This design comes from an exercise in tuning for small area on the open sky130 flow, not from production work. Function was checked by simulation only, so behaviour that the tests miss may differ from the original. No activity file was given, so power comes from the tool's default toggle rates.

`flow/config.mk`:
```
export PLATFORM = sky130hd
export DESIGN_NAME = LCD
export DESIGN_NICKNAME = LCD
export VERILOG_FILES = /design/flow/design.v
export SDC_FILE = /design/flow/constraint.sdc
export NUM_CORES = 4
export LEC_CHECK = 0
export CAP_MARGIN = 20
export CORE_MARGIN = 2
export CORE_UTILIZATION = 40
export SLEW_MARGIN = 20
export SYNTH_HIERARCHICAL = 1
```
`flow/constraint.sdc`:
```
create_clock -name core_clock -period 20.0 [get_ports {clock}]
set_input_delay 4.0000 -clock core_clock [delete_from_list [all_inputs] [get_ports {clock}]]
set_output_delay 4.0000 -clock core_clock [all_outputs]
set_load 0.01 [all_outputs]
```
`flow/design.v`:
```
module g_a2111oi_0(input A1, input A2, input B1, input C1, input D1, output Y);
    assign Y = (~A1&~B1&~C1&~D1) | (~A2&~B1&~C1&~D1);
endmodule
module g_a211o_1(input A1, input A2, input B1, input C1, output X);
    assign X = (A1&A2) | (B1) | (C1);
endmodule
module g_a21o_1(input A1, input A2, input B1, output X);
    assign X = (A1&A2) | (B1);
endmodule
module g_a21oi_1(input A1, input A2, input B1, output Y);
    assign Y = (~A1&~B1) | (~A2&~B1);
endmodule
module g_a221oi_1(input A1, input A2, input B1, input B2, input C1, output Y);
    assign Y = (~A1&~B1&~C1) | (~A1&~B2&~C1) | (~A2&~B1&~C1) | (~A2&~B2&~C1);
endmodule
module g_a22oi_1(input A1, input A2, input B1, input B2, output Y);
    assign Y = (~A1&~B1) | (~A1&~B2) | (~A2&~B1) | (~A2&~B2);
endmodule
module g_a31oi_1(input A1, input A2, input A3, input B1, output Y);
    assign Y = (~A1&~B1) | (~A2&~B1) | (~A3&~B1);
endmodule
module g_a32oi_1(input A1, input A2, input A3, input B1, input B2, output Y);
    assign Y = (~A1&~B1) | (~A1&~B2) | (~A2&~B1) | (~A3&~B1) | (~A2&~B2) | (~A3&~B2);
endmodule
module g_and2_1(input A, input B, output X);
    assign X = (A&B);
endmodule
module g_and3_1(input A, input B, input C, output X);
    assign X = (A&B&C);
endmodule
module g_clkinv_1(input A, output Y);
    assign Y = (~A);
endmodule
module g_nand2_1(input A, input B, output Y);
    assign Y = (~A) | (~B);
endmodule
module g_nand3_1(input A, input B, input C, output Y);
    assign Y = (~A) | (~B) | (~C);
endmodule
module g_nand4_1(input A, input B, input C, input D, output Y);
    assign Y = (~A) | (~B) | (~C) | (~D);
endmodule
module g_nor2_1(input A, input B, output Y);
    assign Y = (~A&~B);
endmodule
module g_nor3_1(input A, input B, input C, output Y);
    assign Y = (~A&~B&~C);
endmodule
module g_nor4_1(input A, input B, input C, input D, output Y);
    assign Y = (~A&~B&~C&~D);
endmodule
module g_o211ai_1(input A1, input A2, input B1, input C1, output Y);
    assign Y = (~A1&~A2) | (~B1) | (~C1);
endmodule
module g_o21a_1(input A1, input A2, input B1, output X);
    assign X = (A1&B1) | (A2&B1);
endmodule
module g_o21ai_0(input A1, input A2, input B1, output Y);
    assign Y = (~A1&~A2) | (~B1);
endmodule
module g_o221ai_1(input A1, input A2, input B1, input B2, input C1, output Y);
    assign Y = (~B1&~B2) | (~A1&~A2) | (~C1);
endmodule
module g_o22ai_1(input A1, input A2, input B1, input B2, output Y);
    assign Y = (~B1&~B2) | (~A1&~A2);
endmodule
module g_o311ai_0(input A1, input A2, input A3, input B1, input C1, output Y);
    assign Y = (~A1&~A2&~A3) | (~B1) | (~C1);
endmodule
module g_o31ai_1(input A1, input A2, input A3, input B1, output Y);
    assign Y = (~A1&~A2&~A3) | (~B1);
endmodule
module g_o32a_1(input A1, input A2, input A3, input B1, input B2, output X);
    assign X = (A1&B1) | (A1&B2) | (A2&B1) | (A3&B1) | (A2&B2) | (A3&B2);
endmodule
module g_o32ai_1(input A1, input A2, input A3, input B1, input B2, output Y);
    assign Y = (~A1&~A2&~A3) | (~B1&~B2);
endmodule
module g_o41ai_1(input A1, input A2, input A3, input A4, input B1, output Y);
    assign Y = (~A1&~A2&~A3&~A4) | (~B1);
endmodule
module g_or2_0(input A, input B, output X);
    assign X = (A) | (B);
endmodule
module g_or3_1(input A, input B, input C, output X);
    assign X = (A) | (B) | (C);
endmodule
module DEC(ql, qh, reset, nc12, clr, wrap, rstn, hen, LCD_E, LCD_RS, SF_D);
    input [11:0] ql;
    input [8:0] qh;
    input reset;
    input nc12;
    output clr;
    output wrap;
    output rstn;
    output hen;
    output LCD_E;
    output LCD_RS;
    output [3:0] SF_D;
    wire _000_;
    wire _001_;
    wire _002_;
    wire _003_;
    wire _004_;
    wire _005_;
    wire _006_;
    wire _007_;
    wire _008_;
    wire _009_;
    wire _010_;
    wire _011_;
    wire _012_;
    wire _013_;
    wire _014_;
    wire _015_;
    wire _016_;
    wire _017_;
    wire _018_;
    wire _019_;
    wire _020_;
    wire _021_;
    wire _022_;
    wire _023_;
    wire _024_;
    wire _025_;
    wire _026_;
    wire _027_;
    wire _028_;
    wire _029_;
    wire _030_;
    wire _031_;
    wire _032_;
    wire _033_;
    wire _034_;
    wire _035_;
    wire _036_;
    wire _037_;
    wire _038_;
    wire _039_;
    wire _040_;
    wire _041_;
    wire _042_;
    wire _043_;
    wire _044_;
    wire _045_;
    wire _046_;
    wire _047_;
    wire _048_;
    wire _049_;
    wire _050_;
    wire _051_;
    wire _052_;
    wire _053_;
    wire _054_;
    wire _055_;
    wire _056_;
    wire _057_;
    wire _058_;
    wire _059_;
    wire _060_;
    wire _061_;
    wire _062_;
    wire _063_;
    wire _064_;
    wire _065_;
    wire _066_;
    wire _067_;
    wire _068_;
    wire _069_;
    wire _070_;
    wire _071_;
    wire _072_;
    wire _073_;
    wire _074_;
    wire _075_;
    wire _076_;
    wire _077_;
    wire _078_;
    wire _079_;
    wire _080_;
    wire _081_;
    wire _082_;
    wire _083_;
    wire _084_;
    wire _085_;
    wire _086_;
    wire _087_;
    wire _088_;
    wire _089_;
    wire _090_;
    wire _091_;
    wire _092_;
    wire _093_;
    wire _094_;
    wire _095_;
    wire _096_;
    wire _097_;
    wire _098_;
    wire _099_;
    wire _100_;
    wire _101_;
    wire _102_;
    wire _103_;
    wire _104_;
    wire _105_;
    wire _106_;
    wire _107_;
    wire _108_;
    wire _109_;
    wire _110_;
    wire _111_;
    wire _112_;
    wire _113_;
    wire _114_;
    wire _115_;
    wire _116_;
    wire _117_;
    wire _118_;
    wire _119_;
    wire _120_;
    wire _121_;
    wire _122_;
    wire _123_;
    g_clkinv_1 d_124_ (.A(ql[3]), .Y(_058_));
    g_clkinv_1 d_125_ (.A(ql[1]), .Y(_059_));
    g_nand3_1 d_126_ (.A(ql[2]), .B(_058_), .C(_059_), .Y(_060_));
    g_clkinv_1 d_127_ (.A(ql[10]), .Y(_061_));
    g_clkinv_1 d_128_ (.A(ql[8]), .Y(_062_));
    g_nor2_1 d_129_ (.A(_061_), .B(_062_), .Y(_063_));
    g_nor3_1 d_130_ (.A(ql[5]), .B(ql[7]), .C(ql[9]), .Y(_064_));
    g_nand4_1 d_131_ (.A(ql[6]), .B(ql[4]), .C(_063_), .D(_064_), .Y(_065_));
    g_or3_1 d_132_ (.A(qh[0]), .B(_060_), .C(_065_), .X(_066_));
    g_clkinv_1 d_133_ (.A(qh[5]), .Y(_067_));
    g_clkinv_1 d_134_ (.A(qh[6]), .Y(_068_));
    g_nor2_1 d_135_ (.A(qh[7]), .B(_068_), .Y(_069_));
    g_nor3_1 d_136_ (.A(qh[3]), .B(qh[2]), .C(qh[1]), .Y(_070_));
    g_nand4_1 d_137_ (.A(_067_), .B(qh[4]), .C(_069_), .D(_070_), .Y(_071_));
    g_clkinv_1 d_138_ (.A(qh[0]), .Y(_072_));
    g_clkinv_1 d_139_ (.A(qh[8]), .Y(_073_));
    g_clkinv_1 d_140_ (.A(qh[2]), .Y(_074_));
    g_clkinv_1 d_141_ (.A(qh[4]), .Y(_075_));
    g_clkinv_1 d_142_ (.A(qh[3]), .Y(_076_));
    g_nor2_1 d_143_ (.A(_067_), .B(_076_), .Y(_077_));
    g_nand3_1 d_144_ (.A(_074_), .B(_075_), .C(_077_), .Y(_078_));
    g_nor3_1 d_145_ (.A(qh[6]), .B(_073_), .C(_078_), .Y(_079_));
    g_nand3_1 d_146_ (.A(_067_), .B(qh[4]), .C(_076_), .Y(_080_));
    g_nor3_1 d_147_ (.A(qh[6]), .B(_073_), .C(qh[2]), .Y(_081_));
    g_a31oi_1 d_148_ (.A1(qh[2]), .A2(_072_), .A3(_069_), .B1(_081_), .Y(_082_));
    g_nor2_1 d_149_ (.A(_080_), .B(_082_), .Y(_083_));
    g_a21oi_1 d_150_ (.A1(_072_), .A2(_079_), .B1(_083_), .Y(_084_));
    g_nor2_1 d_151_ (.A(_076_), .B(qh[1]), .Y(_085_));
    g_clkinv_1 d_152_ (.A(_085_), .Y(_086_));
    g_nand2_1 d_153_ (.A(_076_), .B(qh[4]), .Y(_087_));
    g_a31oi_1 d_154_ (.A1(_068_), .A2(qh[5]), .A3(_087_), .B1(_073_), .Y(_088_));
    g_o31ai_1 d_155_ (.A1(_075_), .A2(_086_), .A3(_067_), .B1(_088_), .Y(_089_));
    g_nand2_1 d_156_ (.A(_084_), .B(_089_), .Y(_090_));
    g_clkinv_1 d_157_ (.A(qh[1]), .Y(_091_));
    g_nor2_1 d_158_ (.A(qh[3]), .B(_091_), .Y(_092_));
    g_nand2_1 d_159_ (.A(_074_), .B(_092_), .Y(_093_));
    g_clkinv_1 d_160_ (.A(_093_), .Y(_094_));
    g_o211ai_1 d_161_ (.A1(_080_), .A2(_094_), .B1(_078_), .C1(_069_), .Y(_095_));
    g_nand3_1 d_162_ (.A(qh[4]), .B(_069_), .C(_067_), .Y(_096_));
    g_nor2_1 d_163_ (.A(qh[0]), .B(_091_), .Y(_097_));
    g_nor2_1 d_164_ (.A(_072_), .B(_091_), .Y(_098_));
    g_o21ai_0 d_165_ (.A1(qh[0]), .A2(_092_), .B1(qh[2]), .Y(_099_));
    g_nor2_1 d_166_ (.A(_098_), .B(_099_), .Y(_100_));
    g_nor2_1 d_167_ (.A(_076_), .B(_100_), .Y(_101_));
    g_nand3_1 d_168_ (.A(qh[1]), .B(_075_), .C(_077_), .Y(_102_));
    g_o32ai_1 d_169_ (.A1(_096_), .A2(_097_), .A3(_101_), .B1(_082_), .B2(_102_), .Y(_103_));
    g_nand3_1 d_170_ (.A(qh[0]), .B(_095_), .C(_103_), .Y(_104_));
    g_clkinv_1 d_171_ (.A(_104_), .Y(_105_));
    g_clkinv_1 d_172_ (.A(ql[7]), .Y(_106_));
    g_nand2_1 d_173_ (.A(_062_), .B(ql[9]), .Y(_107_));
    g_clkinv_1 d_174_ (.A(ql[6]), .Y(_108_));
    g_nand3_1 d_175_ (.A(_061_), .B(_108_), .C(ql[5]), .Y(_109_));
    g_nor3_1 d_176_ (.A(_106_), .B(_107_), .C(_109_), .Y(_110_));
    g_nand2_1 d_177_ (.A(ql[1]), .B(_110_), .Y(_111_));
    g_o21ai_0 d_178_ (.A1(_090_), .A2(_105_), .B1(_111_), .Y(_112_));
    g_nand2_1 d_179_ (.A(qh[6]), .B(qh[2]), .Y(_113_));
    g_nand2_1 d_180_ (.A(_099_), .B(_113_), .Y(_114_));
    g_nor3_1 d_181_ (.A(qh[0]), .B(_092_), .C(_077_), .Y(_115_));
    g_a21oi_1 d_182_ (.A1(qh[6]), .A2(_098_), .B1(_115_), .Y(_116_));
    g_nor3_1 d_183_ (.A(qh[2]), .B(qh[4]), .C(_116_), .Y(_117_));
    g_nand2_1 d_184_ (.A(qh[4]), .B(qh[8]), .Y(_118_));
    g_nor2_1 d_185_ (.A(_068_), .B(qh[0]), .Y(_119_));
    g_nor2_1 d_186_ (.A(_100_), .B(_119_), .Y(_120_));
    g_nor2_1 d_187_ (.A(_118_), .B(_120_), .Y(_121_));
    g_and3_1 d_188_ (.A(qh[5]), .B(_076_), .C(_100_), .X(_122_));
    g_a31oi_1 d_189_ (.A1(_072_), .A2(_091_), .A3(_074_), .B1(_070_), .Y(_123_));
    g_nand2_1 d_190_ (.A(_068_), .B(_075_), .Y(_000_));
    g_nor2_1 d_191_ (.A(_072_), .B(_000_), .Y(_001_));
    g_nand2_1 d_192_ (.A(_092_), .B(_001_), .Y(_002_));
    g_o21ai_0 d_193_ (.A1(qh[6]), .A2(_123_), .B1(_002_), .Y(_003_));
    g_o21a_1 d_194_ (.A1(_122_), .A2(_003_), .B1(_080_), .X(_004_));
    g_a2111oi_0 d_195_ (.A1(_101_), .A2(_114_), .B1(_117_), .C1(_121_), .D1(_004_), .Y(_005_));
    g_nor3_1 d_196_ (.A(ql[11]), .B(_102_), .C(_066_), .Y(_006_));
    g_nor2_1 d_197_ (.A(_095_), .B(_006_), .Y(_007_));
    g_clkinv_1 d_198_ (.A(_007_), .Y(_008_));
    g_o221ai_1 d_199_ (.A1(_066_), .A2(_071_), .B1(_112_), .B2(_005_), .C1(_008_), .Y(SF_D[0]));
    g_clkinv_1 d_200_ (.A(_097_), .Y(_009_));
    g_nor2_1 d_201_ (.A(_076_), .B(_091_), .Y(_010_));
    g_o22ai_1 d_202_ (.A1(_080_), .A2(_098_), .B1(_010_), .B2(_113_), .Y(_011_));
    g_a21oi_1 d_203_ (.A1(_076_), .A2(_119_), .B1(_011_), .Y(_012_));
    g_o21a_1 d_204_ (.A1(_074_), .A2(_009_), .B1(_012_), .X(_013_));
    g_nor2_1 d_205_ (.A(_073_), .B(_013_), .Y(_014_));
    g_nor2_1 d_206_ (.A(qh[6]), .B(_075_), .Y(_015_));
    g_nor2_1 d_207_ (.A(_072_), .B(_015_), .Y(_016_));
    g_nor2_1 d_208_ (.A(qh[5]), .B(qh[4]), .Y(_017_));
    g_a32oi_1 d_209_ (.A1(_072_), .A2(_091_), .A3(qh[4]), .B1(_085_), .B2(_017_), .Y(_018_));
    g_o311ai_0 d_210_ (.A1(_076_), .A2(_091_), .A3(_016_), .B1(_002_), .C1(_018_), .Y(_019_));
    g_nor2_1 d_211_ (.A(_014_), .B(_019_), .Y(_020_));
    g_nor2_1 d_212_ (.A(_112_), .B(_020_), .Y(SF_D[2]));
    g_clkinv_1 d_213_ (.A(_088_), .Y(_021_));
    g_a31oi_1 d_214_ (.A1(_076_), .A2(_074_), .A3(qh[4]), .B1(_021_), .Y(_022_));
    g_nor2_1 d_215_ (.A(_074_), .B(_086_), .Y(_023_));
    g_o21ai_0 d_216_ (.A1(_094_), .A2(_023_), .B1(_001_), .Y(_024_));
    g_o21a_1 d_217_ (.A1(_009_), .A2(_022_), .B1(_024_), .X(_025_));
    g_nor2_1 d_218_ (.A(_112_), .B(_025_), .Y(SF_D[3]));
    g_o211ai_1 d_219_ (.A1(ql[1]), .A2(ql[0]), .B1(qh[0]), .C1(_110_), .Y(_026_));
    g_or2_0 d_220_ (.A(_023_), .B(_026_), .X(_027_));
    g_nand2_1 d_221_ (.A(_093_), .B(_026_), .Y(_028_));
    g_a31oi_1 d_222_ (.A1(_015_), .A2(_027_), .A3(_028_), .B1(_021_), .Y(LCD_RS));
    g_clkinv_1 d_223_ (.A(ql[0]), .Y(_029_));
    g_o41ai_1 d_224_ (.A1(ql[2]), .A2(_058_), .A3(_029_), .A4(_059_), .B1(_060_), .Y(_030_));
    g_nor2_1 d_225_ (.A(_090_), .B(_103_), .Y(_031_));
    g_nor4_1 d_226_ (.A(ql[11]), .B(_065_), .C(_030_), .D(_031_), .Y(LCD_E));
    g_a31oi_1 d_227_ (.A1(_061_), .A2(_108_), .A3(ql[3]), .B1(_072_), .Y(_032_));
    g_nand2_1 d_228_ (.A(qh[2]), .B(_072_), .Y(_033_));
    g_o32a_1 d_229_ (.A1(ql[6]), .A2(_033_), .A3(_086_), .B1(_107_), .B2(_093_), .X(_034_));
    g_or3_1 d_230_ (.A(_106_), .B(_096_), .C(_034_), .X(_035_));
    g_nor2_1 d_231_ (.A(_072_), .B(_010_), .Y(_036_));
    g_nand2_1 d_232_ (.A(_079_), .B(_036_), .Y(_037_));
    g_o32ai_1 d_233_ (.A1(ql[2]), .A2(_032_), .A3(_035_), .B1(ql[6]), .B2(_037_), .Y(_038_));
    g_nor2_1 d_234_ (.A(ql[4]), .B(_029_), .Y(_039_));
    g_o21ai_0 d_235_ (.A1(qh[0]), .A2(_089_), .B1(_104_), .Y(_040_));
    g_nor2_1 d_236_ (.A(ql[6]), .B(_059_), .Y(_041_));
    g_nand2_1 d_237_ (.A(qh[0]), .B(_088_), .Y(_042_));
    g_clkinv_1 d_238_ (.A(_070_), .Y(_043_));
    g_or3_1 d_239_ (.A(_096_), .B(_043_), .C(_029_), .X(_044_));
    g_a31oi_1 d_240_ (.A1(_042_), .A2(_044_), .A3(_084_), .B1(_111_), .Y(_045_));
    g_a221oi_1 d_241_ (.A1(_038_), .A2(_039_), .B1(_040_), .B2(_041_), .C1(_045_), .Y(_046_));
    g_clkinv_1 d_242_ (.A(_046_), .Y(wrap));
    g_nor2_1 d_243_ (.A(_068_), .B(_118_), .Y(_047_));
    g_a22oi_1 d_244_ (.A1(nc12), .A2(_046_), .B1(_091_), .B2(_047_), .Y(hen));
    g_clkinv_1 d_245_ (.A(reset), .Y(rstn));
    g_nand2_1 d_246_ (.A(rstn), .B(_046_), .Y(clr));
    g_nand3_1 d_247_ (.A(_068_), .B(_075_), .C(_023_), .Y(_048_));
    g_o21ai_0 d_248_ (.A1(qh[3]), .A2(qh[4]), .B1(qh[1]), .Y(_049_));
    g_nor3_1 d_249_ (.A(qh[6]), .B(_067_), .C(_033_), .Y(_050_));
    g_a21oi_1 d_250_ (.A1(qh[5]), .A2(_074_), .B1(_036_), .Y(_051_));
    g_o21ai_0 d_251_ (.A1(_099_), .A2(_000_), .B1(_051_), .Y(_052_));
    g_o211ai_1 d_252_ (.A1(_118_), .A2(_012_), .B1(_043_), .C1(_052_), .Y(_053_));
    g_o21a_1 d_253_ (.A1(qh[0]), .A2(_017_), .B1(_053_), .X(_054_));
    g_a2111oi_0 d_254_ (.A1(_119_), .A2(_049_), .B1(_050_), .C1(_047_), .D1(_054_), .Y(_055_));
    g_a21oi_1 d_255_ (.A1(_048_), .A2(_055_), .B1(_112_), .Y(_056_));
    g_nor2_1 d_256_ (.A(_007_), .B(_056_), .Y(_057_));
    g_o21ai_0 d_257_ (.A1(_110_), .A2(_071_), .B1(_057_), .Y(SF_D[1]));
endmodule
module LCD(
    input clock,
    input reset,
    output LCD_E,
    output LCD_RS,
    output LCD_RW,
    output [3:0] SF_D,
    output SF_CE0
    );
    assign SF_CE0 = 1'b1;
    assign LCD_RW = 1'b0;
    reg [11:0] lo;
    reg [9-1:0] hi;
    wire [11:0] lo_d;
    wire [9-1:0] hi_d;
    wire clr, wrap, rstn, hen;
    wire lnc2;
    wire lxn1;
    wire lc3;
    wire lt2;
    wire lnc4;
    wire lxn3;
    wire lc5;
    wire lnc6;
    wire lxn5;
    wire lc7;
    wire lt6;
    wire lnc8;
    wire lxn7;
    wire lc9;
    wire lnc10;
    wire lxn9;
    wire lc11;
    wire lt10;
    wire lnc12;
    wire lxn11;
    wire hnc1;
    wire hxn0;
    wire hc2;
    wire hnc3;
    wire hxn2;
    wire hc4;
    wire ht3;
    wire hnc5;
    wire hxn4;
    wire hc6;
    wire hnc7;
    wire hxn6;
    wire hc8;
    wire hnc9;
    wire hxn8;
    g_nor2_1 c1(.A(clr), .B(lo[0]), .Y(lo_d[0]));
    g_nand2_1 c2(.A(lo[1]), .B(lo[0]), .Y(lnc2));
    g_o21ai_0 c3(.A1(lo[1]), .A2(lo[0]), .B1(lnc2), .Y(lxn1));
    g_o21ai_0 c4(.A1(wrap), .A2(lxn1), .B1(rstn), .Y(lo_d[1]));
    g_nor2_1 c5(.A(lo[2]), .B(lnc2), .Y(lc3));
    g_a211o_1 c6(.A1(lo[2]), .A2(lnc2), .B1(lc3), .C1(wrap), .X(lt2));
    g_and2_1 c7(.A(lt2), .B(rstn), .X(lo_d[2]));
    g_nand2_1 c8(.A(lo[3]), .B(lc3), .Y(lnc4));
    g_o21ai_0 c9(.A1(lo[3]), .A2(lc3), .B1(lnc4), .Y(lxn3));
    g_o21ai_0 c10(.A1(wrap), .A2(lxn3), .B1(rstn), .Y(lo_d[3]));
    g_nor2_1 c11(.A(lo[4]), .B(lnc4), .Y(lc5));
    g_a211o_1 c12(.A1(lo[4]), .A2(lnc4), .B1(lc5), .C1(clr), .X(lo_d[4]));
    g_nand2_1 c13(.A(lo[5]), .B(lc5), .Y(lnc6));
    g_o21ai_0 c14(.A1(lo[5]), .A2(lc5), .B1(lnc6), .Y(lxn5));
    g_nor2_1 c15(.A(clr), .B(lxn5), .Y(lo_d[5]));
    g_nor2_1 c16(.A(lo[6]), .B(lnc6), .Y(lc7));
    g_a211o_1 c17(.A1(lo[6]), .A2(lnc6), .B1(lc7), .C1(wrap), .X(lt6));
    g_and2_1 c18(.A(lt6), .B(rstn), .X(lo_d[6]));
    g_nand2_1 c19(.A(lo[7]), .B(lc7), .Y(lnc8));
    g_o21ai_0 c20(.A1(lo[7]), .A2(lc7), .B1(lnc8), .Y(lxn7));
    g_nor2_1 c21(.A(clr), .B(lxn7), .Y(lo_d[7]));
    g_nor2_1 c22(.A(lo[8]), .B(lnc8), .Y(lc9));
    g_a211o_1 c23(.A1(lo[8]), .A2(lnc8), .B1(lc9), .C1(clr), .X(lo_d[8]));
    g_nand2_1 c24(.A(lo[9]), .B(lc9), .Y(lnc10));
    g_o21ai_0 c25(.A1(lo[9]), .A2(lc9), .B1(lnc10), .Y(lxn9));
    g_o21ai_0 c26(.A1(wrap), .A2(lxn9), .B1(rstn), .Y(lo_d[9]));
    g_nor2_1 c27(.A(lo[10]), .B(lnc10), .Y(lc11));
    g_a211o_1 c28(.A1(lo[10]), .A2(lnc10), .B1(lc11), .C1(wrap), .X(lt10));
    g_and2_1 c29(.A(lt10), .B(rstn), .X(lo_d[10]));
    g_nand2_1 c30(.A(lo[11]), .B(lc11), .Y(lnc12));
    g_o21ai_0 c31(.A1(lo[11]), .A2(lc11), .B1(lnc12), .Y(lxn11));
    g_o21ai_0 c32(.A1(wrap), .A2(lxn11), .B1(rstn), .Y(lo_d[11]));
    g_nand2_1 c33(.A(hi[0]), .B(hen), .Y(hnc1));
    g_o21ai_0 c34(.A1(hi[0]), .A2(hen), .B1(hnc1), .Y(hxn0));
    g_nor2_1 c35(.A(reset), .B(hxn0), .Y(hi_d[0]));
    g_nor2_1 c36(.A(hi[1]), .B(hnc1), .Y(hc2));
    g_a211o_1 c37(.A1(hi[1]), .A2(hnc1), .B1(hc2), .C1(reset), .X(hi_d[1]));
    g_nand2_1 c38(.A(hi[2]), .B(hc2), .Y(hnc3));
    g_o21ai_0 c39(.A1(hi[2]), .A2(hc2), .B1(hnc3), .Y(hxn2));
    g_nand2_1 c40(.A(rstn), .B(hxn2), .Y(hi_d[2]));
    g_nor2_1 c41(.A(hi[3]), .B(hnc3), .Y(hc4));
    g_a21o_1 c42(.A1(hi[3]), .A2(hnc3), .B1(hc4), .X(ht3));
    g_and2_1 c43(.A(ht3), .B(rstn), .X(hi_d[3]));
    g_nand2_1 c44(.A(hi[4]), .B(hc4), .Y(hnc5));
    g_o21ai_0 c45(.A1(hi[4]), .A2(hc4), .B1(hnc5), .Y(hxn4));
    g_nor2_1 c46(.A(reset), .B(hxn4), .Y(hi_d[4]));
    g_nor2_1 c47(.A(hi[5]), .B(hnc5), .Y(hc6));
    g_a211o_1 c48(.A1(hi[5]), .A2(hnc5), .B1(hc6), .C1(reset), .X(hi_d[5]));
    g_nand2_1 c49(.A(hi[6]), .B(hc6), .Y(hnc7));
    g_o21ai_0 c50(.A1(hi[6]), .A2(hc6), .B1(hnc7), .Y(hxn6));
    g_nor2_1 c51(.A(reset), .B(hxn6), .Y(hi_d[6]));
    g_nor2_1 c52(.A(hi[7]), .B(hnc7), .Y(hc8));
    g_a211o_1 c53(.A1(hi[7]), .A2(hnc7), .B1(hc8), .C1(reset), .X(hi_d[7]));
    g_nand2_1 c54(.A(hi[8]), .B(hc8), .Y(hnc9));
    g_o21ai_0 c55(.A1(hi[8]), .A2(hc8), .B1(hnc9), .Y(hxn8));
    g_nor2_1 c56(.A(reset), .B(hxn8), .Y(hi_d[8]));
    DEC dec(.ql(lo), .qh(hi), .reset(reset), .nc12(lnc12), .clr(clr), .wrap(wrap), .rstn(rstn), .hen(hen), .LCD_E(LCD_E), .LCD_RS(LCD_RS), .SF_D(SF_D));
    always @(posedge clock) begin
        lo <= lo_d;
        hi <= hi_d;
    end
endmodule
```
`flow/flow/run.sh`:
```
#!/bin/bash
set -euo pipefail
bash standard.sh synth > synth.log 2>&1
R=orfs/results/sky130hd/LCD/base
cp $R/1_2_yosys.v 1_2_yosys.standard.v
sed -E -f flow/downsize.sed 1_2_yosys.standard.v > $R/1_2_yosys.v
diff 1_2_yosys.standard.v $R/1_2_yosys.v > downsize.diff.log || true
export BUFFER_PORTS_ARGS="-buffer_cell sky130_fd_sc_hd__buf_1"
bash standard.sh > layout.log 2>&1
```
`flow/flow/downsize.sed`:
```
s/\bsky130_fd_sc_hd__a2111o_2\b/sky130_fd_sc_hd__a2111o_1/g
s/\bsky130_fd_sc_hd__a2111o_4\b/sky130_fd_sc_hd__a2111o_1/g
s/\bsky130_fd_sc_hd__a2111oi_1\b/sky130_fd_sc_hd__a2111oi_0/g
s/\bsky130_fd_sc_hd__a2111oi_2\b/sky130_fd_sc_hd__a2111oi_0/g
s/\bsky130_fd_sc_hd__a2111oi_4\b/sky130_fd_sc_hd__a2111oi_0/g
s/\bsky130_fd_sc_hd__a211o_2\b/sky130_fd_sc_hd__a211o_1/g
s/\bsky130_fd_sc_hd__a211o_4\b/sky130_fd_sc_hd__a211o_1/g
s/\bsky130_fd_sc_hd__a211oi_2\b/sky130_fd_sc_hd__a211oi_1/g
s/\bsky130_fd_sc_hd__a211oi_4\b/sky130_fd_sc_hd__a211oi_1/g
s/\bsky130_fd_sc_hd__a21bo_4\b/sky130_fd_sc_hd__a21bo_1/g
s/\bsky130_fd_sc_hd__a21boi_2\b/sky130_fd_sc_hd__a21boi_0/g
s/\bsky130_fd_sc_hd__a21boi_4\b/sky130_fd_sc_hd__a21boi_0/g
s/\bsky130_fd_sc_hd__a21o_2\b/sky130_fd_sc_hd__a21o_1/g
s/\bsky130_fd_sc_hd__a21o_4\b/sky130_fd_sc_hd__a21o_1/g
s/\bsky130_fd_sc_hd__a21oi_2\b/sky130_fd_sc_hd__a21oi_1/g
s/\bsky130_fd_sc_hd__a21oi_4\b/sky130_fd_sc_hd__a21oi_1/g
s/\bsky130_fd_sc_hd__a221o_2\b/sky130_fd_sc_hd__a221o_1/g
s/\bsky130_fd_sc_hd__a221o_4\b/sky130_fd_sc_hd__a221o_1/g
s/\bsky130_fd_sc_hd__a221oi_2\b/sky130_fd_sc_hd__a221oi_1/g
s/\bsky130_fd_sc_hd__a221oi_4\b/sky130_fd_sc_hd__a221oi_1/g
s/\bsky130_fd_sc_hd__a22o_2\b/sky130_fd_sc_hd__a22o_1/g
s/\bsky130_fd_sc_hd__a22o_4\b/sky130_fd_sc_hd__a22o_1/g
s/\bsky130_fd_sc_hd__a22oi_2\b/sky130_fd_sc_hd__a22oi_1/g
s/\bsky130_fd_sc_hd__a22oi_4\b/sky130_fd_sc_hd__a22oi_1/g
s/\bsky130_fd_sc_hd__a2bb2o_2\b/sky130_fd_sc_hd__a2bb2o_1/g
s/\bsky130_fd_sc_hd__a2bb2o_4\b/sky130_fd_sc_hd__a2bb2o_1/g
s/\bsky130_fd_sc_hd__a2bb2oi_2\b/sky130_fd_sc_hd__a2bb2oi_1/g
s/\bsky130_fd_sc_hd__a2bb2oi_4\b/sky130_fd_sc_hd__a2bb2oi_1/g
s/\bsky130_fd_sc_hd__a311o_2\b/sky130_fd_sc_hd__a311o_1/g
s/\bsky130_fd_sc_hd__a311o_4\b/sky130_fd_sc_hd__a311o_1/g
s/\bsky130_fd_sc_hd__a311oi_2\b/sky130_fd_sc_hd__a311oi_1/g
s/\bsky130_fd_sc_hd__a311oi_4\b/sky130_fd_sc_hd__a311oi_1/g
s/\bsky130_fd_sc_hd__a31o_4\b/sky130_fd_sc_hd__a31o_1/g
s/\bsky130_fd_sc_hd__a31oi_2\b/sky130_fd_sc_hd__a31oi_1/g
s/\bsky130_fd_sc_hd__a31oi_4\b/sky130_fd_sc_hd__a31oi_1/g
s/\bsky130_fd_sc_hd__a32o_2\b/sky130_fd_sc_hd__a32o_1/g
s/\bsky130_fd_sc_hd__a32o_4\b/sky130_fd_sc_hd__a32o_1/g
s/\bsky130_fd_sc_hd__a32oi_2\b/sky130_fd_sc_hd__a32oi_1/g
s/\bsky130_fd_sc_hd__a32oi_4\b/sky130_fd_sc_hd__a32oi_1/g
s/\bsky130_fd_sc_hd__a41o_2\b/sky130_fd_sc_hd__a41o_1/g
s/\bsky130_fd_sc_hd__a41o_4\b/sky130_fd_sc_hd__a41o_1/g
s/\bsky130_fd_sc_hd__a41oi_2\b/sky130_fd_sc_hd__a41oi_1/g
s/\bsky130_fd_sc_hd__a41oi_4\b/sky130_fd_sc_hd__a41oi_1/g
s/\bsky130_fd_sc_hd__and2_2\b/sky130_fd_sc_hd__and2_0/g
s/\bsky130_fd_sc_hd__and2_4\b/sky130_fd_sc_hd__and2_0/g
s/\bsky130_fd_sc_hd__and2b_2\b/sky130_fd_sc_hd__and2b_1/g
s/\bsky130_fd_sc_hd__and2b_4\b/sky130_fd_sc_hd__and2b_1/g
s/\bsky130_fd_sc_hd__and3_2\b/sky130_fd_sc_hd__and3_1/g
s/\bsky130_fd_sc_hd__and3_4\b/sky130_fd_sc_hd__and3_1/g
s/\bsky130_fd_sc_hd__and3b_2\b/sky130_fd_sc_hd__and3b_1/g
s/\bsky130_fd_sc_hd__and3b_4\b/sky130_fd_sc_hd__and3b_1/g
s/\bsky130_fd_sc_hd__and4_2\b/sky130_fd_sc_hd__and4_1/g
s/\bsky130_fd_sc_hd__and4_4\b/sky130_fd_sc_hd__and4_1/g
s/\bsky130_fd_sc_hd__and4b_2\b/sky130_fd_sc_hd__and4b_1/g
s/\bsky130_fd_sc_hd__and4b_4\b/sky130_fd_sc_hd__and4b_1/g
s/\bsky130_fd_sc_hd__and4bb_4\b/sky130_fd_sc_hd__and4bb_1/g
s/\bsky130_fd_sc_hd__inv_4\b/sky130_fd_sc_hd__inv_1/g
s/\bsky130_fd_sc_hd__inv_6\b/sky130_fd_sc_hd__inv_1/g
s/\bsky130_fd_sc_hd__inv_8\b/sky130_fd_sc_hd__inv_1/g
s/\bsky130_fd_sc_hd__inv_12\b/sky130_fd_sc_hd__inv_1/g
s/\bsky130_fd_sc_hd__inv_16\b/sky130_fd_sc_hd__inv_1/g
s/\bsky130_fd_sc_hd__maj3_2\b/sky130_fd_sc_hd__maj3_1/g
s/\bsky130_fd_sc_hd__maj3_4\b/sky130_fd_sc_hd__maj3_1/g
s/\bsky130_fd_sc_hd__mux2_4\b/sky130_fd_sc_hd__mux2_1/g
s/\bsky130_fd_sc_hd__mux2_8\b/sky130_fd_sc_hd__mux2_1/g
s/\bsky130_fd_sc_hd__mux2i_2\b/sky130_fd_sc_hd__mux2i_1/g
s/\bsky130_fd_sc_hd__mux2i_4\b/sky130_fd_sc_hd__mux2i_1/g
s/\bsky130_fd_sc_hd__mux4_4\b/sky130_fd_sc_hd__mux4_2/g
s/\bsky130_fd_sc_hd__mux4_1\b/sky130_fd_sc_hd__mux4_2/g
s/\bsky130_fd_sc_hd__nand2_2\b/sky130_fd_sc_hd__nand2_1/g
s/\bsky130_fd_sc_hd__nand2_4\b/sky130_fd_sc_hd__nand2_1/g
s/\bsky130_fd_sc_hd__nand2_8\b/sky130_fd_sc_hd__nand2_1/g
s/\bsky130_fd_sc_hd__nand2b_2\b/sky130_fd_sc_hd__nand2b_1/g
s/\bsky130_fd_sc_hd__nand2b_4\b/sky130_fd_sc_hd__nand2b_1/g
s/\bsky130_fd_sc_hd__nand3_2\b/sky130_fd_sc_hd__nand3_1/g
s/\bsky130_fd_sc_hd__nand3_4\b/sky130_fd_sc_hd__nand3_1/g
s/\bsky130_fd_sc_hd__nand3b_2\b/sky130_fd_sc_hd__nand3b_1/g
s/\bsky130_fd_sc_hd__nand3b_4\b/sky130_fd_sc_hd__nand3b_1/g
s/\bsky130_fd_sc_hd__nand4_2\b/sky130_fd_sc_hd__nand4_1/g
s/\bsky130_fd_sc_hd__nand4_4\b/sky130_fd_sc_hd__nand4_1/g
s/\bsky130_fd_sc_hd__nand4b_2\b/sky130_fd_sc_hd__nand4b_1/g
s/\bsky130_fd_sc_hd__nand4b_4\b/sky130_fd_sc_hd__nand4b_1/g
s/\bsky130_fd_sc_hd__nand4bb_2\b/sky130_fd_sc_hd__nand4bb_1/g
s/\bsky130_fd_sc_hd__nand4bb_4\b/sky130_fd_sc_hd__nand4bb_1/g
s/\bsky130_fd_sc_hd__nor2_2\b/sky130_fd_sc_hd__nor2_1/g
s/\bsky130_fd_sc_hd__nor2_4\b/sky130_fd_sc_hd__nor2_1/g
s/\bsky130_fd_sc_hd__nor2_8\b/sky130_fd_sc_hd__nor2_1/g
s/\bsky130_fd_sc_hd__nor2b_2\b/sky130_fd_sc_hd__nor2b_1/g
s/\bsky130_fd_sc_hd__nor2b_4\b/sky130_fd_sc_hd__nor2b_1/g
s/\bsky130_fd_sc_hd__nor3_2\b/sky130_fd_sc_hd__nor3_1/g
s/\bsky130_fd_sc_hd__nor3_4\b/sky130_fd_sc_hd__nor3_1/g
s/\bsky130_fd_sc_hd__nor3b_2\b/sky130_fd_sc_hd__nor3b_1/g
s/\bsky130_fd_sc_hd__nor3b_4\b/sky130_fd_sc_hd__nor3b_1/g
s/\bsky130_fd_sc_hd__nor4_2\b/sky130_fd_sc_hd__nor4_1/g
s/\bsky130_fd_sc_hd__nor4_4\b/sky130_fd_sc_hd__nor4_1/g
s/\bsky130_fd_sc_hd__nor4b_2\b/sky130_fd_sc_hd__nor4b_1/g
s/\bsky130_fd_sc_hd__nor4b_4\b/sky130_fd_sc_hd__nor4b_1/g
s/\bsky130_fd_sc_hd__nor4bb_2\b/sky130_fd_sc_hd__nor4bb_1/g
s/\bsky130_fd_sc_hd__nor4bb_4\b/sky130_fd_sc_hd__nor4bb_1/g
s/\bsky130_fd_sc_hd__o2111a_2\b/sky130_fd_sc_hd__o2111a_1/g
s/\bsky130_fd_sc_hd__o2111a_4\b/sky130_fd_sc_hd__o2111a_1/g
s/\bsky130_fd_sc_hd__o2111ai_2\b/sky130_fd_sc_hd__o2111ai_1/g
s/\bsky130_fd_sc_hd__o2111ai_4\b/sky130_fd_sc_hd__o2111ai_1/g
s/\bsky130_fd_sc_hd__o211a_4\b/sky130_fd_sc_hd__o211a_1/g
s/\bsky130_fd_sc_hd__o211ai_2\b/sky130_fd_sc_hd__o211ai_1/g
s/\bsky130_fd_sc_hd__o211ai_4\b/sky130_fd_sc_hd__o211ai_1/g
s/\bsky130_fd_sc_hd__o21a_2\b/sky130_fd_sc_hd__o21a_1/g
s/\bsky130_fd_sc_hd__o21a_4\b/sky130_fd_sc_hd__o21a_1/g
s/\bsky130_fd_sc_hd__o21ai_2\b/sky130_fd_sc_hd__o21ai_0/g
s/\bsky130_fd_sc_hd__o21ai_4\b/sky130_fd_sc_hd__o21ai_0/g
s/\bsky130_fd_sc_hd__o21ba_4\b/sky130_fd_sc_hd__o21ba_1/g
s/\bsky130_fd_sc_hd__o21bai_2\b/sky130_fd_sc_hd__o21bai_1/g
s/\bsky130_fd_sc_hd__o21bai_4\b/sky130_fd_sc_hd__o21bai_1/g
s/\bsky130_fd_sc_hd__o221a_4\b/sky130_fd_sc_hd__o221a_1/g
s/\bsky130_fd_sc_hd__o221ai_2\b/sky130_fd_sc_hd__o221ai_1/g
s/\bsky130_fd_sc_hd__o221ai_4\b/sky130_fd_sc_hd__o221ai_1/g
s/\bsky130_fd_sc_hd__o22a_2\b/sky130_fd_sc_hd__o22a_1/g
s/\bsky130_fd_sc_hd__o22a_4\b/sky130_fd_sc_hd__o22a_1/g
s/\bsky130_fd_sc_hd__o22ai_2\b/sky130_fd_sc_hd__o22ai_1/g
s/\bsky130_fd_sc_hd__o22ai_4\b/sky130_fd_sc_hd__o22ai_1/g
s/\bsky130_fd_sc_hd__o2bb2a_2\b/sky130_fd_sc_hd__o2bb2a_1/g
s/\bsky130_fd_sc_hd__o2bb2a_4\b/sky130_fd_sc_hd__o2bb2a_1/g
s/\bsky130_fd_sc_hd__o2bb2ai_2\b/sky130_fd_sc_hd__o2bb2ai_1/g
s/\bsky130_fd_sc_hd__o2bb2ai_4\b/sky130_fd_sc_hd__o2bb2ai_1/g
s/\bsky130_fd_sc_hd__o311a_2\b/sky130_fd_sc_hd__o311a_1/g
s/\bsky130_fd_sc_hd__o311a_4\b/sky130_fd_sc_hd__o311a_1/g
s/\bsky130_fd_sc_hd__o311ai_2\b/sky130_fd_sc_hd__o311ai_0/g
s/\bsky130_fd_sc_hd__o311ai_4\b/sky130_fd_sc_hd__o311ai_0/g
s/\bsky130_fd_sc_hd__o31a_2\b/sky130_fd_sc_hd__o31a_1/g
s/\bsky130_fd_sc_hd__o31a_4\b/sky130_fd_sc_hd__o31a_1/g
s/\bsky130_fd_sc_hd__o31ai_2\b/sky130_fd_sc_hd__o31ai_1/g
s/\bsky130_fd_sc_hd__o31ai_4\b/sky130_fd_sc_hd__o31ai_1/g
s/\bsky130_fd_sc_hd__o32a_2\b/sky130_fd_sc_hd__o32a_1/g
s/\bsky130_fd_sc_hd__o32a_4\b/sky130_fd_sc_hd__o32a_1/g
s/\bsky130_fd_sc_hd__o32ai_2\b/sky130_fd_sc_hd__o32ai_1/g
s/\bsky130_fd_sc_hd__o32ai_4\b/sky130_fd_sc_hd__o32ai_1/g
s/\bsky130_fd_sc_hd__o41a_2\b/sky130_fd_sc_hd__o41a_1/g
s/\bsky130_fd_sc_hd__o41a_4\b/sky130_fd_sc_hd__o41a_1/g
s/\bsky130_fd_sc_hd__o41ai_2\b/sky130_fd_sc_hd__o41ai_1/g
s/\bsky130_fd_sc_hd__o41ai_4\b/sky130_fd_sc_hd__o41ai_1/g
s/\bsky130_fd_sc_hd__or2_4\b/sky130_fd_sc_hd__or2_0/g
s/\bsky130_fd_sc_hd__or2b_2\b/sky130_fd_sc_hd__or2b_1/g
s/\bsky130_fd_sc_hd__or2b_4\b/sky130_fd_sc_hd__or2b_1/g
s/\bsky130_fd_sc_hd__or3_2\b/sky130_fd_sc_hd__or3_1/g
s/\bsky130_fd_sc_hd__or3_4\b/sky130_fd_sc_hd__or3_1/g
s/\bsky130_fd_sc_hd__or3b_4\b/sky130_fd_sc_hd__or3b_1/g
s/\bsky130_fd_sc_hd__or4_2\b/sky130_fd_sc_hd__or4_1/g
s/\bsky130_fd_sc_hd__or4_4\b/sky130_fd_sc_hd__or4_1/g
s/\bsky130_fd_sc_hd__or4b_4\b/sky130_fd_sc_hd__or4b_1/g
s/\bsky130_fd_sc_hd__or4bb_2\b/sky130_fd_sc_hd__or4bb_1/g
s/\bsky130_fd_sc_hd__or4bb_4\b/sky130_fd_sc_hd__or4bb_1/g
s/\bsky130_fd_sc_hd__xnor2_2\b/sky130_fd_sc_hd__xnor2_1/g
s/\bsky130_fd_sc_hd__xnor2_4\b/sky130_fd_sc_hd__xnor2_1/g
s/\bsky130_fd_sc_hd__xnor3_2\b/sky130_fd_sc_hd__xnor3_1/g
s/\bsky130_fd_sc_hd__xnor3_4\b/sky130_fd_sc_hd__xnor3_1/g
s/\bsky130_fd_sc_hd__xor2_2\b/sky130_fd_sc_hd__xor2_1/g
s/\bsky130_fd_sc_hd__xor2_4\b/sky130_fd_sc_hd__xor2_1/g
s/\bsky130_fd_sc_hd__xor3_2\b/sky130_fd_sc_hd__xor3_1/g
s/\bsky130_fd_sc_hd__xor3_4\b/sky130_fd_sc_hd__xor3_1/g
```
`flow/standard.sh`:
```
#!/bin/bash
# synth_recipe.tcl (not shown) runs the flow's synth.tcl, then flattens the netlist and writes it again
# the make line also repeats each setting of config.mk as NAME=value (left out here)
make -C /OpenROAD-flow-scripts/flow DESIGN_CONFIG=/design/flow/config.mk WORK_HOME=/design/flow/orfs CLKGATE_MAP_FILE= SYNTH_SCRIPT=/design/flow/synth_recipe.tcl "${@:-finish}"
```
==> notes.md <==
[layout make-up]
type                       count  area, um2  area share
tap                           46       57.6      0.0387
clock inverter                 1       5.00     0.00336
inverter                      24       90.1      0.0606
timing repair buffer           7       26.3      0.0177
multi-input combinational    168        866       0.582
sequential                    21        420       0.283
clock buffer                   3       22.5      0.0151
[worst max-delay path: cells and delay by family, from the launching register on]
| kind | cells | cell delay, ps |
|---|---|---|
| AO/OA/AOI/OAI | 7 | 1360 |
| flip-flops | 1 | 600 |
| buffers and inverters | 2 | 410 |
| AND/OR/NAND/NOR | 2 | 360 |
[routing by layer]
| metal | track usage | vias up | wire, um |
|---|---|---|---|
| li1 | - | 790 | - |
| met1 | 0.241 | 716 | 1660 |
| met2 | 0.334 | 83 | 1790 |
| met3 | 0.0288 | 17 | 259 |
| met4 | 0.0806 | 0 | 124 |
| met5 | 0 | - | 0 |
[sequential cells by signal, indices dropped and copies added, names as in the netlist]
| register | cells |
|---|---|
| lo | 12 |
| hi | 9 |
[power by group through the flow]
stage | registers, mW | clock network (mW) | logic [mW]
6_report | 0.0441 | 0.0197 | 0.00345
4_1_cts | 0.0441 | 0.0210 | 0.00351
5_1_grt | 0.0443 | 0.0226 | 0.00406
3_5_place_dp | 0.0450 | 0 | 0.00348
2_1_floorplan | 0.0447 | 0 | 0.00304
3_3_place_gp | 0.0450 | 0 | 0.00345
[stage by stage]
stage / utilization / hold WS (ps) / total power [mW] / area (um2)
final: 0.446 / 511 / 0.0673 / 1490
after global routing: 0.446 / 542 / 0.0710 / 1490
after CTS: 0.446 / 514 / 0.0686 / 1490
after detailed placement: 0.438 / 486 / 0.0485 / 1460
after global placement: 0.438 / 468 / 0.0484 / 1460
after floorplan: - / 437 / 0.0477 / 1390
[how the worst max path moves through the flow]
stage | start | endpoint
finish | hi[0] | SF_D[1]
detailed placement | hi[0] | SF_D[1]
global placement | hi[0] | SF_D[1]
floorplan | hi[1] | SF_D[1]
global route | hi[0] | SF_D[1]
CTS | hi[0] | SF_D[1]
==> summary.txt <==
Worst-case setup margin in the final layout -> 12980 ps
Largest fanout on the critical path -> 13
PwrDens -> 45.2 nW/um2
Slack of the worst reg-to-reg path -> 16070 ps
Fmax -> 0.142 GHz
Slew headroom -> 0.572
Rows -> 21
Detailed-routing iteration count for the pre-antenna-repair pass -> 5
Post-synthesis area per instance -> 6.47 um2
Number of warnings reported in the yosys synthesis log -> 7
Final period utilization -> 0.351
Total Neg Setup Slack -> 0 ps
Largest net degree at the start of global routing -> 14
Post-DR vias/cell -> 5.95
Critical path's largest stage delay -> 600 ps
Worst flop-to-flop path endpoint -> hi[8]
Cell count after synthesis -> 215
CTS Buffer Depth -> 2
TritonCTS clock tree -> built
Cell depth of the worst flop-to-flop path -> 18
Net count after synthesis -> 217
Setup crit start kind -> flop
Die W -> 63.0 um
First-iteration detailed-routing DRC count -> 123
Worst-margin pin slew -> 626 ps
Switching part of the total -> 0.232
Initial antenna violation count -> 0
Ant diodes -> 0
Startpoint of the lowest-slack hold path -> lo[8]
Starting density of the core -> 0.417
Critical Path End Type -> output port
Hold Crit Depth -> 1
Arrival time of the worst setup path -> 3020 ps
H-tree levels -> 1
Internal portion of total power -> 0.0516 mW
Area added between synthesis and finish -> 6.92%
Average routed wire per standard cell -> 14.2 um
RR Startpoint -> hi[6]
Number of setup violations in the final report -> 0
Netlist area before placement -> 1390 um2
Buffer type at the clock tree root -> sky130_fd_sc_hd__clkbuf_4
Hold buffer count at CTS -> 0
Maximum ir drop on the vdd rail -> 0.0451 mV
Clk Latency, worst-skew pair -> 290 ps
Sinks on the clock net -> 21
Clock transition at the registers of the reported paths -> 110 ps
Net switching power figure -> 0.0156 mW
Share of power burned in combinational logic -> 0.051
Min cycle time layout -> 7020 ps
Routed Antenna Nets -> 0
Core box area -> 3340 um2
Slowest cell on crit path -> sky130_fd_sc_hd__dfxtp_1
Static leakage power -> 0.605 nW
Weighted congestion at the end of routability-driven global placement -> 1.01
Fraction of power consumed by the clock network -> 0.294
Ordered cell list for the critical path -> inv_1 > nor2_1 > o22ai_1 > a21oi_1 > o211ai_1 > o21a_1 > a2111oi_0 > a21oi_1 > nor2_1 > o21ai_1 > buf_1
Dpl cells -> 266
Leading cell type in the layout, fill and taps excluded -> sky130_fd_sc_hd__nor2_1
Final Max Tran Viols -> 0
DR DRC count -> 0
Number of global-route vias before repair -> 1395
Required arrival time at the worst endpoint -> 16000 ps
Number of buffers inserted by post-CTS setup repair -> 0
Aggregate global routing overflow -> 0
Worst hold-check path type -> reg -> reg
Count of instances resized after the clock tree is built -> 0
DP Worst Slack -> 13370 ps
Unrepaired setup endpoints after global routing -> no
Outcome -> no timing/DRC/antenna violations
Count of input and output buffers -> 7
Total global routing track utilization -> 0.194
DP HPWL -> 2930 um
Net count reported at finish -> 227
Fraction of final layout cells with drive strength greater than 1 -> 0.0179
Sequential fraction of design power -> 0.655
Total I/O pin count -> 10
Vertical extent of the die -> 63.0 um
Fill cells -> 368
CP Class -> reg -> out
Final Routed Wirelength -> 3840 um
Number of hold violations in the final report -> 0
Fin cells -> 270
First-pass GRT wire length -> 6290 um
Worst clock skew on the final layout -> 1.74 ps
Hold worst-path end -> lo[8]
Total clock buffers created by CTS -> 3
Most frequent cells in the layout -> sky130_fd_sc_hd__nor2_1 (46), sky130_fd_sc_hd__nand2_1 (27), sky130_fd_sc_hd__inv_1 (24)
Max capacitance violation total -> 0
DR vias -> 1606
DIE AREA -> 3970 um2

==> port drivers added, routing unchanged <==
How much do the figures lean on ideal ports? The routed layout below was timed once more, with nothing changed but the port constraints. Step 1 assumes that a clkbuf_16 drives the clock port and a buf_2 every other input. Step 2 times the ports against the registers' clock, not the clock port: input delays grow and output delays shrink by t, the midpoint of the rising clock arrivals with the driver on. Slacks: ideal ports / drivers / drivers and shift; pairs: ideal ports / drivers.
shift t [ns]: 0.314
slack for setup (ns): 12.976 / 12.954 / 13.268
worst hold slack (ns): 0.511 / 0.511 / 0.511
worst setup path at the end: register to output
After both steps setup and hold are still met in this run. The setup slack of this run moves by -0.022 ns with the drivers and by +0.292 ns with both steps.
